Background: an optimization exercise with open tools, aiming at small area, a short achievable clock period and few clock cycles per item. Do not read the settings as production practice. The RTL was checked by simulation tests, not by an equivalence proof against the original design.

## e203_muldiv
module e203_muldiv (
  input         clk,
  input         rst_n,
  input         i_valid,
  output        i_ready,
  input  [2:0]  i_op,
  input  [31:0] i_rs1,
  input  [31:0] i_rs2,
  output        o_valid,
  input         o_ready,
  output [31:0] o_wdat
);
  function [5:0] bitlen;
    input [31:0] v;
    integer i;
    begin
      bitlen = 0;
      for (i = 0; i < 32; i = i + 1)
        if (v[i]) bitlen = i + 1;
    end
  endfunction
  function [2:0] bsel;
    input [2:0] b;
    begin
      bsel[2] = b[0] ^ b[1];
      bsel[1] = (b[2] & ~b[1] & ~b[0]) | (~b[2] & b[1] & b[0]);
      bsel[0] = b[2];
    end
  endfunction
  reg busy, done;
  wire start = i_valid & ~busy;
  assign o_valid = done;
  assign i_ready = done & o_ready;
  wire fin = done & o_ready;
  reg        isdiv, rop, qneg, anr, bz, dsub;
  reg [3:0]  osl, osh;     
  reg        dnorm, dfix;     
  reg [5:0]  cnt;
  reg [34:0] mc;           
  reg [33:0] pl;
  reg [33:0] acc;          
  reg [2:0]  s0, s1;       
  reg        p0, p1;       
  wire op_div = i_op[2];
  wire [32:0] xin = {(i_op[1:0] != 2'd3) & i_rs1[31], i_rs1};
  wire [32:0] yin = {(i_op[1] == 1'b0) & i_rs2[31], i_rs2};
  wire fx0 = (xin[32:8] == {25{xin[32]}}), fy0 = (yin[32:8] == {25{yin[32]}});
  wire fx1 = (xin[32:12] == {21{xin[32]}}), fy1 = (yin[32:12] == {21{yin[32]}});
  ...
Settings: LEC_CHECK=0, ABC_AREA=1, CAP_MARGIN=5, CORE_MARGIN=2, CORE_UTILIZATION=45, CTS_BUF_LIST=sky130_fd_sc_hd__clkbuf_8 sky130_fd_sc_hd__clkbuf_16, PLACE_DENSITY=0.75, SLEW_MARGIN=5; clock period 11.0 ns.
standard.sh (not shown) runs the stock make flow with config.mk's settings and CLKGATE_MAP_FILE= SYNTH_SCRIPT=/design/flow/synth_recipe.tcl, a recipe that flattens the netlist after the stock synthesis.
==> flow/flow/run.sh <==
#!/bin/bash
# The standard layout (the standard.sh, unchanged synthesis) with three
# changes to how it is made:
#  - ports are buffered with a plain buffer (not a delay cell),
#  - the resizer may change a cell's drive strength even when that changes
#    the cell's width (MATCH_CELL_FOOTPRINT 0),
#  - timing repair aims for more setup slack than the design's clock needs.
set -euo pipefail
MARGIN=$(cat flow/margin.txt)
bash standard.sh SETUP_SLACK_MARGIN=$MARGIN MATCH_CELL_FOOTPRINT=0 \
  "BUFFER_PORTS_ARGS=-buffer_cell sky130_fd_sc_hd__buf_2" finish > run_make.log 2>&1
==> flow/flow/margin.txt <==
6.0
The first run finished clean.
Testbench counts at the start, summed over its fixed seeds: cycles 160,453, ops 24,000.
Then changed:
==> flow/flow/margin.txt (replaced) <==
6.2
Settings changed: CAP_MARGIN 5 to 20, PLACE_DENSITY 0.75 to not set, SLEW_MARGIN 5 to 20.
After rerunning: The new run finished clean. Final area rose by 1.7%. Die area does not change. Wire length drops by 4.5%. Via count shrinks by 1.6%.
Then changed:
==> flow/run.sh (new file) <==
#!/bin/bash
# synth_recipe.tcl (not shown) runs the flow's synth.tcl, then flattens the netlist and writes it again
# the make line also repeats each setting of config.mk as NAME=value (left out here)
make -C /OpenROAD-flow-scripts/flow DESIGN_CONFIG=/design/flow/config.mk WORK_HOME=/design/flow/orfs CLKGATE_MAP_FILE= SYNTH_SCRIPT=/design/flow/synth_recipe.tcl finish
Settings changed: CAP_MARGIN 20 to 5, CTS_BUF_LIST sky130_fd_sc_hd__clkbuf_8 sky130_fd_sc_hd__clkbuf_16 to not set, SETUP_SLACK_MARGIN set to 5, SLEW_MARGIN 20 to 5.
removed: flow/flow/run.sh
removed: flow/flow/margin.txt
removed: flow/standard.sh
Result: Non-clock buffer count drops by 96; wire length stays flat; final area goes down by a few percent; die area stays the same; fmax fell by about a fifth; worst setup slack gets worse by 1.0 ns; via count is lower slightly; first-iteration DRC count falls by roughly a tenth; clock-buffer cell count came out higher by 1.
Then changed:
==> flow/flow/run.sh (new file) <==
#!/bin/bash
# The standard layout (the standard.sh, unchanged synthesis) with three
# changes to how it is made:
#  - ports are buffered with a plain buffer (not a delay cell),
#  - the resizer may change a cell's drive strength even when that changes
#    the cell's width (MATCH_CELL_FOOTPRINT 0),
#  - timing repair aims for more setup slack than the design's clock needs.
set -euo pipefail
MARGIN=$(cat flow/margin.txt)
bash standard.sh SETUP_SLACK_MARGIN=$MARGIN MATCH_CELL_FOOTPRINT=0 \
  "BUFFER_PORTS_ARGS=-buffer_cell sky130_fd_sc_hd__buf_2" finish > run_make.log 2>&1
==> flow/flow/margin.txt (new file) <==
6.0
==> flow/standard.sh (new file) <==
#!/bin/bash
# synth_recipe.tcl (not shown) runs the flow's synth.tcl, then flattens the netlist and writes it again
# the make line also repeats each setting of config.mk as NAME=value (left out here)
make -C /OpenROAD-flow-scripts/flow DESIGN_CONFIG=/design/flow/config.mk WORK_HOME=/design/flow/orfs CLKGATE_MAP_FILE= SYNTH_SCRIPT=/design/flow/synth_recipe.tcl "${@:-finish}"
Settings changed: CAP_MARGIN 5 to 20, CTS_BUF_LIST set to sky130_fd_sc_hd__clkbuf_8 sky130_fd_sc_hd__clkbuf_16, SETUP_SLACK_MARGIN 5 to not set, SLEW_MARGIN 5 to 20.
removed: flow/run.sh
Result: Area after synthesis does not change. Cell area rises by 0.99%. Via count is about the same. Final cell count is higher by 1.3%. Worst setup slack improves by 0.83 ns. Die area does not change. Global-route usage hardly moves. First-iteration DRC count grows by 4.8%. Clock-buffer cell count decreases by 1.

==> separate check: timing with driven ports <==
The flow's constraints put no driver on any port. The routed layouts listed below were extracted and timed again, unchanged, in two steps. Step 1: set_driving_cell puts a clkbuf_16 on clk and a buf_2 on each other input, an assumption about the parent block. Step 2 moves the port delays by t, midway between the first and last clock arrival at a register: inputs arrive t later, outputs are due t later. That takes back most of the time a late clock gives input paths. Three values: ideal ports, drivers, drivers and shift; two values: the first two.
run	t, ns	setup slack, ns	hold WS [ns]	pins driven straight from the clock port
the first run	0.498	5.849 / 5.883 / 5.385	0.596 / 0.596 / 0.596	1
the second run	0.486	6.150 / 6.156 / 5.698	0.563 / 0.563 / 0.563	1
the third run	0.499	5.117 / 5.147 / 4.648	0.556 / 0.556 / 0.556	1
the fourth run	0.504	5.948 / 5.894 / 5.528	0.593 / 0.593 / 0.593	1
After both steps setup and hold are still met in every run listed. For the third run, which loses most, drivers alone change the setup slack by +0.030 ns; drivers and shift together by -0.469 ns.
